From an optimization exercise on the open Yosys and OpenROAD flow, aimed at small area and a short achievable clock period; shortcuts taken in it are not production practice.
Where RTL was checked, it was by simulation tests only, not by an equivalence proof against the original.
No activity file was given, so power comes from the tool's default toggle rates.

## oak
==> module conv3x3, before the edit <==
module conv3x3 #(
    parameter int PIXEL_WIDTH = 8,
    parameter int IMAGE_WIDTH = 64
) (
    input  logic                   clk,
    input  logic                   rst_n,
    input  logic [PIXEL_WIDTH-1:0] pixel_in,
    input  logic                   valid_in,
    output logic [PIXEL_WIDTH-1:0] edge_out,
    output logic                   valid_out
);
  localparam int W = IMAGE_WIDTH;
  localparam int PW = PIXEL_WIDTH;
  localparam int DEPTH = 2 * W + 1;   
  localparam int CW = 6;   
  logic [DEPTH*PW-1:0] lb;
  always_ff @(posedge clk) begin
    if (valid_in) lb <= {lb[(DEPTH-1)*PW-1:0], pixel_in};
  end
  logic [CW-1:0] col;
  logic [1:0] line;
  logic warm;
  always_ff @(posedge clk or negedge rst_n) begin
    if (!rst_n) begin
      col  <= '0;
      line <= '0;
      warm <= 1'b0;
    end else if (valid_in) begin
      col <= col + 1'b1;
      if (&col && !line[1]) line <= line + 1'b1;
      if (line[1] && col == CW'(2)) warm <= 1'b1;
    end
  end
  assign valid_out = valid_in & warm;
  logic n1, n0;
  assign n1 = ~&col;
  assign n0 = n1 & (col != '0);
  logic [7:0] w12, w02, w01, w20, w10, w00, w21;
  assign w12 = lb[(W-2)*PW+:PW];
  assign w02 = lb[(2*W-2)*PW+:PW];
  assign w01 = n1 ? lb[(2*W-1)*PW+:PW] : '0;
  assign w20 = n0 ? lb[(0)*PW+:PW] : '0;
  assign w10 = n0 ? lb[(W)*PW+:PW] : '0;
  assign w00 = n0 ? lb[(2*W)*PW+:PW] : '0;
  assign w21 = n1 ? pixel_in : '0;
  logic [7:0] zs1, zc1;
  logic [8:0] zs2, zc2, zs3, zc3;
  assign zs1 = w12 ^ ~w00 ^ ~w10;
  assign zc1 = (w12 & ~w00) | (w12 & ~w10) | (~w00 & ~w10);
  sobel_csa #(9) u_z2 (
      .a({1'b0, zs1}),
      .b({zc1, 1'b1}),
      .c({1'b0, ~w01}),
      .s(zs2),
      .co(zc2)
  );
  sobel_csa #(9) u_z3 (
      .a(zs2),
      .b({zc2[7:0], 1'b1}),
      .c({1'b0, w21}),
      .s(zs3),
      .co(zc3)
  );
  logic [10:0] z_nxt;
  assign z_nxt = 11'(zs3) + {1'b0, zc3, 1'b1};
  logic [7:0] us1, uc1, us2, uc2;
  logic [8:0] us3, uc3;
  logic [9:0] us4, uc4;
  assign us1 = w12 ^ w02 ^ w01;
  assign uc1 = (w12 & w02) | (w12 & w01) | (w02 & w01);
  assign us2 = ~w10 ^ ~w20 ^ us1;
  assign uc2 = (~w10 & ~w20) | (~w10 & us1) | (~w20 & us1);
  sobel_csa #(9) u_u3 (
      .a({1'b0, us2}),
      .b({uc1, 1'b1}),
      .c({uc2, 1'b1}),
      .s(us3),
      .co(uc3)
  );
  sobel_csa #(10) u_u4 (
      .a({1'b0, us3}),
      .b({uc3, 1'b0}),
      .c({2'b00, ~w21}),
      .s(us4),
      .co(uc4)
  );
  logic [10:0] u_nxt;
  assign u_nxt = 11'(us4) + {uc4, 1'b1};
  logic [10:0] z, u;   
  always_ff @(posedge clk) begin
    if (valid_in) begin
      z <= z_nxt;
      u <= u_nxt;
    end
  end
  logic [10:0] xs, xc, ys, yc;
  sobel_csa #(11) u_gx (
      .a ({3'b010, pixel_in}),
      .b (z),
      .c (u),
      .s (xs),
      .co(xc)
  );
  sobel_csa #(11) u_gy (
      .a ({3'b000, pixel_in}),
      .b (z),
      .c (~u),
      .s (ys),
      .co(yc)
  );
  logic xco, yco;
  sobel_co #(11) u_sx (
      .a  (xs),
      .b  ({xc[9:0], 1'b0}),
      .co (xco)
  );
  sobel_co #(11) u_sy (
      .a  (ys),
      .b  ({yc[9:0], 1'b1}),
      .co (yco)
  );
  logic sx, sy;
  assign sx = ~xc[10] & ~xco;
  assign sy = ~yc[10] & ~yco;
  logic [6:0] zm1, ua;
  logic usat;
  assign zm1 = 7'(z[6:0] - 7'd1);
  sobel_abs u_abs (
      .x   (u),
      .xa  (ua),
      .xsat(usat)
  );
  logic [10:0] v;
  logic [6:0] vm1;
  logic vsat;
  logic [6:0] half;
  assign v    = 11'(pixel_in) + z;
  assign vm1  = pixel_in[6:0] + zm1;
  assign vsat = (v >= 11'd896) || (v <= 11'd640);
  assign half = (sx == sy) ? (sx ? ~vm1 : v[6:0]) : ua;
  always_ff @(posedge clk) begin
    if (valid_in) edge_out <= (usat || vsat) ? 8'd255 : {half, 1'b0};
  end
endmodule
Settings: LEC_CHECK=0, CAP_MARGIN=20, CORE_MARGIN=2, CORE_UTILIZATION=70, PLACE_DENSITY=0.8, SLEW_MARGIN=20; clock period 12.0 ns.
standard.sh (not shown) runs the stock make flow with config.mk's settings and CLKGATE_MAP_FILE= SYNTH_SCRIPT=/design/flow/synth_recipe.tcl, a recipe that flattens the netlist after the stock synthesis.
==> flow/flow/run.sh <==
#!/bin/bash
set -euo pipefail
bash standard.sh SETUP_SLACK_MARGIN=7 MATCH_CELL_FOOTPRINT=0 \
  'BUFFER_PORTS_ARGS=-buffer_cell sky130_fd_sc_hd__buf_2' \
  'CTS_ARGS=-sink_clustering_enable -repair_clock_nets -sink_clustering_size 18 -sink_clustering_max_diameter 55 -buf_list sky130_fd_sc_hd__clkbuf_8 -dont_use_dummy_load' \
  "IO_CONSTRAINTS=$PWD/flow/io.tcl" \
  finish > standard_flow.log 2>&1
==> flow/flow/io.tcl <==
# Keep valid_in and valid_out next to each other on the die edge: the only
# path between them is the combinational valid_in -> valid_out one.
set_io_pin_constraint -group -order -pin_names {valid_in valid_out}
oak completed; timing, DRC and antenna clean
Edits applied to the flow inputs when going from oak to pine:
-- flow/design.v --
<<< oak, line 64
  );
  logic [10:0] z_nxt;
  assign z_nxt = 11'(zs3) + {1'b0, zc3, 1'b1};
  logic [7:0] us1, uc1, us2, uc2;
  logic [8:0] us3, uc3;
>>> pine, line 64
  );
  logic [10:0] z_nxt;
  sobel_add #(11) u_zadd (
      .a  (11'(zs3)),
      .b  ({1'b0, zc3[8:0], 1'b0}),
      .ci (1'b1),
      .s  (z_nxt)
  );
  logic [7:0] us1, uc1, us2, uc2;
  logic [8:0] us3, uc3;
<<< oak, line 87
  );
  logic [10:0] u_nxt;
  assign u_nxt = 11'(us4) + {uc4, 1'b1};
  logic [10:0] z, u;   
  always_ff @(posedge clk) begin
>>> pine, line 92
  );
  logic [10:0] u_nxt;
  sobel_add #(11) u_uadd (
      .a  (11'(us4)),
      .b  ({uc4, 1'b0}),
      .ci (1'b1),
      .s  (u_nxt)
  );
  logic [10:0] z, u;   
  always_ff @(posedge clk) begin
<<< oak, line 136
  logic vsat;
  logic [6:0] half;
  assign v    = 11'(pixel_in) + z;
  assign vm1  = pixel_in[6:0] + zm1;
  assign vsat = (v >= 11'd896) || (v <= 11'd640);
  assign half = (sx == sy) ? (sx ? ~vm1 : v[6:0]) : ua;
>>> pine, line 146
  logic vsat;
  logic [6:0] half;
  sobel_add #(11) u_vadd (
      .a  (11'(pixel_in)),
      .b  (z),
      .ci (1'b0),
      .s  (v)
  );
  sobel_add #(7) u_vm1add (
      .a  (pixel_in[6:0]),
      .b  (zm1),
      .ci (1'b0),
      .s  (vm1)
  );
  assign vsat = (v >= 11'd896) || (v <= 11'd640);
  assign half = (sx == sy) ? (sx ? ~vm1 : v[6:0]) : ua;
<<< oak, line 155
  assign s  = a ^ b ^ c;
  assign co = (a & b) | (a & c) | (b & c);
endmodule
module sobel_co #(
>>> pine, line 175
  assign s  = a ^ b ^ c;
  assign co = (a & b) | (a & c) | (b & c);
endmodule
module sobel_add #(
    parameter int N = 11
) (
    input  logic [N-1:0] a,
    input  logic [N-1:0] b,
    input  logic         ci,
    output logic [N-1:0] s
);
  localparam int L = (N > 8) ? 4 : (N > 4) ? 3 : (N > 2) ? 2 : 1;   
  logic [N-1:0] g[L+1];
  logic [N-1:0] p[L+1];
  logic [N-1:0] h;
  assign h = a ^ b;
  assign g[0] = (a & b) | {{(N - 1) {1'b0}}, h[0] & ci};
  assign p[0] = h;
  for (genvar l = 0; l < L; l++) begin : g_lvl
    for (genvar i = 0; i < N; i++) begin : g_bit
      if ((i >> l) & 1) begin : g_cmb
        localparam int J = ((i >> l) << l) - 1;
        assign g[l+1][i] = g[l][i] | (p[l][i] & g[l][J]);
        assign p[l+1][i] = p[l][i] & p[l][J];
      end else begin : g_pass
        assign g[l+1][i] = g[l][i];
        assign p[l+1][i] = p[l][i];
      end
    end
  end
  assign s = h ^ {g[L][N-2:0], ci};
endmodule
module sobel_co #(
[summary]
Going from oak to pine, synthesized cell count shrank by a few percent.
Compared with oak, in pine number of pins exceeding their max-slew limit in the final report now sits at about the same level, routability congestion estimate now sits higher.
Between oak and pine, the flow reports cell area increasing slightly.
Compared with oak, count of nets after finishing in pine decreased slightly.
Going from oak to pine, mux contribution to synthesized area now sits at about the same level; utilization now sits higher.
Reported for pine and oak, total overflow reported by the global router turned out identical to the last digit.
Post-cts resize count (lower): oak
Looking at global-route met1 utilization, pine sits 2.1 points above oak.
NOTE mean instance size in the synthesized netlist oak->pine increased by a few percent
pine: combinational power 13% above oak
[pine vs oak] xor-xnor portion of the synthesized cell area: lower in pine
pine ended with more sum of internal, switching and leakage power than oak.
The RTL of pine was laid out without a check of its function.

* * *

## the reference run
RTL: one of the versions met above, not the one the previous note started from.
Size: about 1100 flip-flops.
==> module conv3x3, before the edit <==
module conv3x3 #(
    parameter int PIXEL_WIDTH = 8,
    parameter int IMAGE_WIDTH = 64
) (
    input  logic                   clk,
    input  logic                   rst_n,
    input  logic [PIXEL_WIDTH-1:0] pixel_in,
    input  logic                   valid_in,
    output logic [PIXEL_WIDTH-1:0] edge_out,
    output logic                   valid_out
);
  localparam int W = IMAGE_WIDTH;
  localparam int PW = PIXEL_WIDTH;
  localparam int DEPTH = 2 * W + 1;   
  localparam int CW = 6;   
  logic [DEPTH*PW-1:0] lb;
  always_ff @(posedge clk) begin
    if (valid_in) lb <= {lb[(DEPTH-1)*PW-1:0], pixel_in};
  end
  logic [CW-1:0] col;
  logic [1:0] line;
  logic warm;
  always_ff @(posedge clk or negedge rst_n) begin
    if (!rst_n) begin
      col  <= '0;
      line <= '0;
      warm <= 1'b0;
    end else if (valid_in) begin
      col <= col + 1'b1;
      if (&col && !line[1]) line <= line + 1'b1;
      if (line[1] && col == CW'(2)) warm <= 1'b1;
    end
  end
  assign valid_out = valid_in & warm;
  logic n1, n0;
  assign n1 = ~&col;
  assign n0 = n1 & (col != '0);
  logic [7:0] w12, w02, w01, w20, w10, w00, w21;
  assign w12 = lb[(W-2)*PW+:PW];
  assign w02 = lb[(2*W-2)*PW+:PW];
  assign w01 = n1 ? lb[(2*W-1)*PW+:PW] : '0;
  assign w20 = n0 ? lb[(0)*PW+:PW] : '0;
  assign w10 = n0 ? lb[(W)*PW+:PW] : '0;
  assign w00 = n0 ? lb[(2*W)*PW+:PW] : '0;
  assign w21 = n1 ? pixel_in : '0;
  logic [7:0] zs1, zc1;
  logic [8:0] zs2, zc2, zs3, zc3;
  assign zs1 = w12 ^ ~w00 ^ ~w10;
  assign zc1 = (w12 & ~w00) | (w12 & ~w10) | (~w00 & ~w10);
  sobel_csa #(9) u_z2 (
      .a({1'b0, zs1}),
      .b({zc1, 1'b1}),
      .c({1'b0, ~w01}),
      .s(zs2),
      .co(zc2)
  );
  sobel_csa #(9) u_z3 (
      .a(zs2),
      .b({zc2[7:0], 1'b1}),
      .c({1'b0, w21}),
      .s(zs3),
      .co(zc3)
  );
  logic [10:0] z_nxt;
  sobel_add #(11) u_zadd (
      .a  (11'(zs3)),
      .b  ({1'b0, zc3[8:0], 1'b0}),
      .ci (1'b1),
      .s  (z_nxt)
  );
  logic [7:0] us1, uc1, us2, uc2;
  logic [8:0] us3, uc3;
  logic [9:0] us4, uc4;
  assign us1 = w12 ^ w02 ^ w01;
  assign uc1 = (w12 & w02) | (w12 & w01) | (w02 & w01);
  assign us2 = ~w10 ^ ~w20 ^ us1;
  assign uc2 = (~w10 & ~w20) | (~w10 & us1) | (~w20 & us1);
  sobel_csa #(9) u_u3 (
      .a({1'b0, us2}),
      .b({uc1, 1'b1}),
      .c({uc2, 1'b1}),
      .s(us3),
      .co(uc3)
  );
  sobel_csa #(10) u_u4 (
      .a({1'b0, us3}),
      .b({uc3, 1'b0}),
      .c({2'b00, ~w21}),
      .s(us4),
      .co(uc4)
  );
  logic [10:0] u_nxt;
  sobel_add #(11) u_uadd (
      .a  (11'(us4)),
      .b  ({uc4, 1'b0}),
      .ci (1'b1),
      .s  (u_nxt)
  );
  logic [10:0] z, u;   
  always_ff @(posedge clk) begin
    if (valid_in) begin
      z <= z_nxt;
      u <= u_nxt;
    end
  end
  logic [10:0] xs, xc, ys, yc;
  sobel_csa #(11) u_gx (
      .a ({3'b010, pixel_in}),
      .b (z),
      .c (u),
      .s (xs),
      .co(xc)
  );
  sobel_csa #(11) u_gy (
      .a ({3'b000, pixel_in}),
      .b (z),
      .c (~u),
      .s (ys),
      .co(yc)
  );
  logic xco, yco;
  sobel_co #(11) u_sx (
      .a  (xs),
      .b  ({xc[9:0], 1'b0}),
      .co (xco)
  );
  sobel_co #(11) u_sy (
      .a  (ys),
      .b  ({yc[9:0], 1'b1}),
      .co (yco)
  );
  logic sx, sy;
  assign sx = ~xc[10] & ~xco;
  assign sy = ~yc[10] & ~yco;
  logic [6:0] zm1, ua;
  logic usat;
  assign zm1 = 7'(z[6:0] - 7'd1);
  sobel_abs u_abs (
      .x   (u),
      .xa  (ua),
      .xsat(usat)
  );
  logic [10:0] v;
  logic [6:0] vm1;
  logic vsat;
  logic [6:0] half;
  sobel_add #(11) u_vadd (
      .a  (11'(pixel_in)),
      .b  (z),
      .ci (1'b0),
      .s  (v)
  );
  sobel_add #(7) u_vm1add (
      .a  (pixel_in[6:0]),
      .b  (zm1),
      .ci (1'b0),
      .s  (vm1)
  );
  assign vsat = (v >= 11'd896) || (v <= 11'd640);
  assign half = (sx == sy) ? (sx ? ~vm1 : v[6:0]) : ua;
  always_ff @(posedge clk) begin
    if (valid_in) edge_out <= (usat || vsat) ? 8'd255 : {half, 1'b0};
  end
endmodule
==> module sobel_add, before the edit <==
module sobel_add #(
    parameter int N = 11
) (
    input  logic [N-1:0] a,
    input  logic [N-1:0] b,
    input  logic         ci,
    output logic [N-1:0] s
);
  localparam int L = (N > 8) ? 4 : (N > 4) ? 3 : (N > 2) ? 2 : 1;   
  logic [N-1:0] g[L+1];
  logic [N-1:0] p[L+1];
  logic [N-1:0] h;
  assign h = a ^ b;
  assign g[0] = (a & b) | {{(N - 1) {1'b0}}, h[0] & ci};
  assign p[0] = h;
  for (genvar l = 0; l < L; l++) begin : g_lvl
    for (genvar i = 0; i < N; i++) begin : g_bit
      if ((i >> l) & 1) begin : g_cmb
        localparam int J = ((i >> l) << l) - 1;
        assign g[l+1][i] = g[l][i] | (p[l][i] & g[l][J]);
        assign p[l+1][i] = p[l][i] & p[l][J];
      end else begin : g_pass
        assign g[l+1][i] = g[l][i];
        assign p[l+1][i] = p[l][i];
      end
    end
  end
  assign s = h ^ {g[L][N-2:0], ci};
endmodule
clock: 12.0 ns
lec_check: 0
cap_margin: 20
core_margin: 2
core_utilization: 70
place_density: 0.8
slew_margin: 20
==> flow/flow/run.sh <==
#!/bin/bash
set -euo pipefail
bash standard.sh SETUP_SLACK_MARGIN=7 MATCH_CELL_FOOTPRINT=0 \
  'BUFFER_PORTS_ARGS=-buffer_cell sky130_fd_sc_hd__buf_2' \
  'CTS_ARGS=-sink_clustering_enable -repair_clock_nets -sink_clustering_size 16 -sink_clustering_max_diameter 60 -buf_list sky130_fd_sc_hd__clkbuf_8 -dont_use_dummy_load' \
  finish > standard_flow.log 2>&1
The flow did not stop early for the reference run: all stages ran, and the layout cleared the timing, design-rule and antenna checks.
Input-level comparison between the trial run and the reference run:
--- a/flow/design.v
+++ b/flow/design.v
@@ -64,10 +64,5 @@
   );
   logic [10:0] z_nxt;
-  sobel_add #(11) u_zadd (
-      .a  (11'(zs3)),
-      .b  ({1'b0, zc3[8:0], 1'b0}),
-      .ci (1'b1),
-      .s  (z_nxt)
-  );
+  assign z_nxt = 11'(zs3) + {1'b0, zc3, 1'b1};
   logic [7:0] us1, uc1, us2, uc2;
   logic [8:0] us3, uc3;
@@ -92,10 +87,5 @@
   );
   logic [10:0] u_nxt;
-  sobel_add #(11) u_uadd (
-      .a  (11'(us4)),
-      .b  ({uc4, 1'b0}),
-      .ci (1'b1),
-      .s  (u_nxt)
-  );
+  assign u_nxt = 11'(us4) + {uc4, 1'b1};
   logic [10:0] z, u;   
   always_ff @(posedge clk) begin
@@ -146,16 +136,6 @@
   logic vsat;
   logic [6:0] half;
-  sobel_add #(11) u_vadd (
-      .a  (11'(pixel_in)),
-      .b  (z),
-      .ci (1'b0),
-      .s  (v)
-  );
-  sobel_add #(7) u_vm1add (
-      .a  (pixel_in[6:0]),
-      .b  (zm1),
-      .ci (1'b0),
-      .s  (vm1)
-  );
+  assign v    = 11'(pixel_in) + z;
+  assign vm1  = pixel_in[6:0] + zm1;
   assign vsat = (v >= 11'd896) || (v <= 11'd640);
   assign half = (sx == sy) ? (sx ? ~vm1 : v[6:0]) : ua;
@@ -175,33 +155,4 @@
   assign s  = a ^ b ^ c;
   assign co = (a & b) | (a & c) | (b & c);
-endmodule
-module sobel_add #(
-    parameter int N = 11
-) (
-    input  logic [N-1:0] a,
-    input  logic [N-1:0] b,
-    input  logic         ci,
-    output logic [N-1:0] s
-);
-  localparam int L = (N > 8) ? 4 : (N > 4) ? 3 : (N > 2) ? 2 : 1;   
-  logic [N-1:0] g[L+1];
-  logic [N-1:0] p[L+1];
-  logic [N-1:0] h;
-  assign h = a ^ b;
-  assign g[0] = (a & b) | {{(N - 1) {1'b0}}, h[0] & ci};
-  assign p[0] = h;
-  for (genvar l = 0; l < L; l++) begin : g_lvl
-    for (genvar i = 0; i < N; i++) begin : g_bit
-      if ((i >> l) & 1) begin : g_cmb
-        localparam int J = ((i >> l) << l) - 1;
-        assign g[l+1][i] = g[l][i] | (p[l][i] & g[l][J]);
-        assign p[l+1][i] = p[l][i] & p[l][J];
-      end else begin : g_pass
-        assign g[l+1][i] = g[l][i];
-        assign p[l+1][i] = p[l][i];
-      end
-    end
-  end
-  assign s = h ^ {g[L][N-2:0], ci};
 endmodule
 module sobel_co #(
### Flow results
- In the trial run, via count of the first global-routing pass is higher than in the reference run.
- Relative to the reference run, the trial run degrades total standard cell area after synthesis.
- Multi-input logic portion of the cell area: the reference run vs the trial run — no meaningful difference
- Final-layout clock-cell area share delta (the reference run -> the trial run): insignificant
- Against the reference run, final area in the trial run came out better.
- Diff the reference run -> the trial run: overall track demand over capacity in global routing lost 1.4 points; wire length of the first global-routing pass decreased 4.4%.
- Post-place instance area was lower in the reference run than in the trial run.
Function not checked in the reference run: the RTL went through the layout flow alone.

==> static timing again, ports no longer ideal <==
Ports are ideal in the flow. The routed layouts listed here were re-timed in OpenROAD. Step 1 (the two cells are an assumption about what drives the block):
set clk [get_ports {clk}]
set_driving_cell -lib_cell sky130_fd_sc_hd__clkbuf_16 $clk
set_driving_cell -lib_cell sky130_fd_sc_hd__buf_2 [delete_from_list [all_inputs] $clk]
Step 2 moves the port delays by t, midway between the first and last clock arrival at a register: inputs arrive t later, outputs are due t later. That takes back most of the time a late clock gives input paths. Slacks: ideal / step 1 / step 2; pairs: ideal / step 1.
| run | t (ns) | setup slack, ns | latest minus earliest clock arrival (ns) | pins driven straight from the clock port |
|---|---|---|---|---|
| oak | 0.695 | 6.849 / 6.639 / 6.518 | 0.087 / 0.087 | 1 |
| pine | 0.701 | 6.855 / 6.598 / 6.265 | 0.082 / 0.082 | 1 |
| the reference run | 0.688 | 6.818 / 6.578 / 6.285 | 0.072 / 0.072 | 1 |
| the trial run | 0.693 | 6.805 / 6.617 / 6.337 | 0.062 / 0.062 | 1 |
After both steps every run listed still meets setup and hold. The setup slack of pine, which loses most, moves by -0.257 ns with the drivers and by -0.590 ns with both steps.
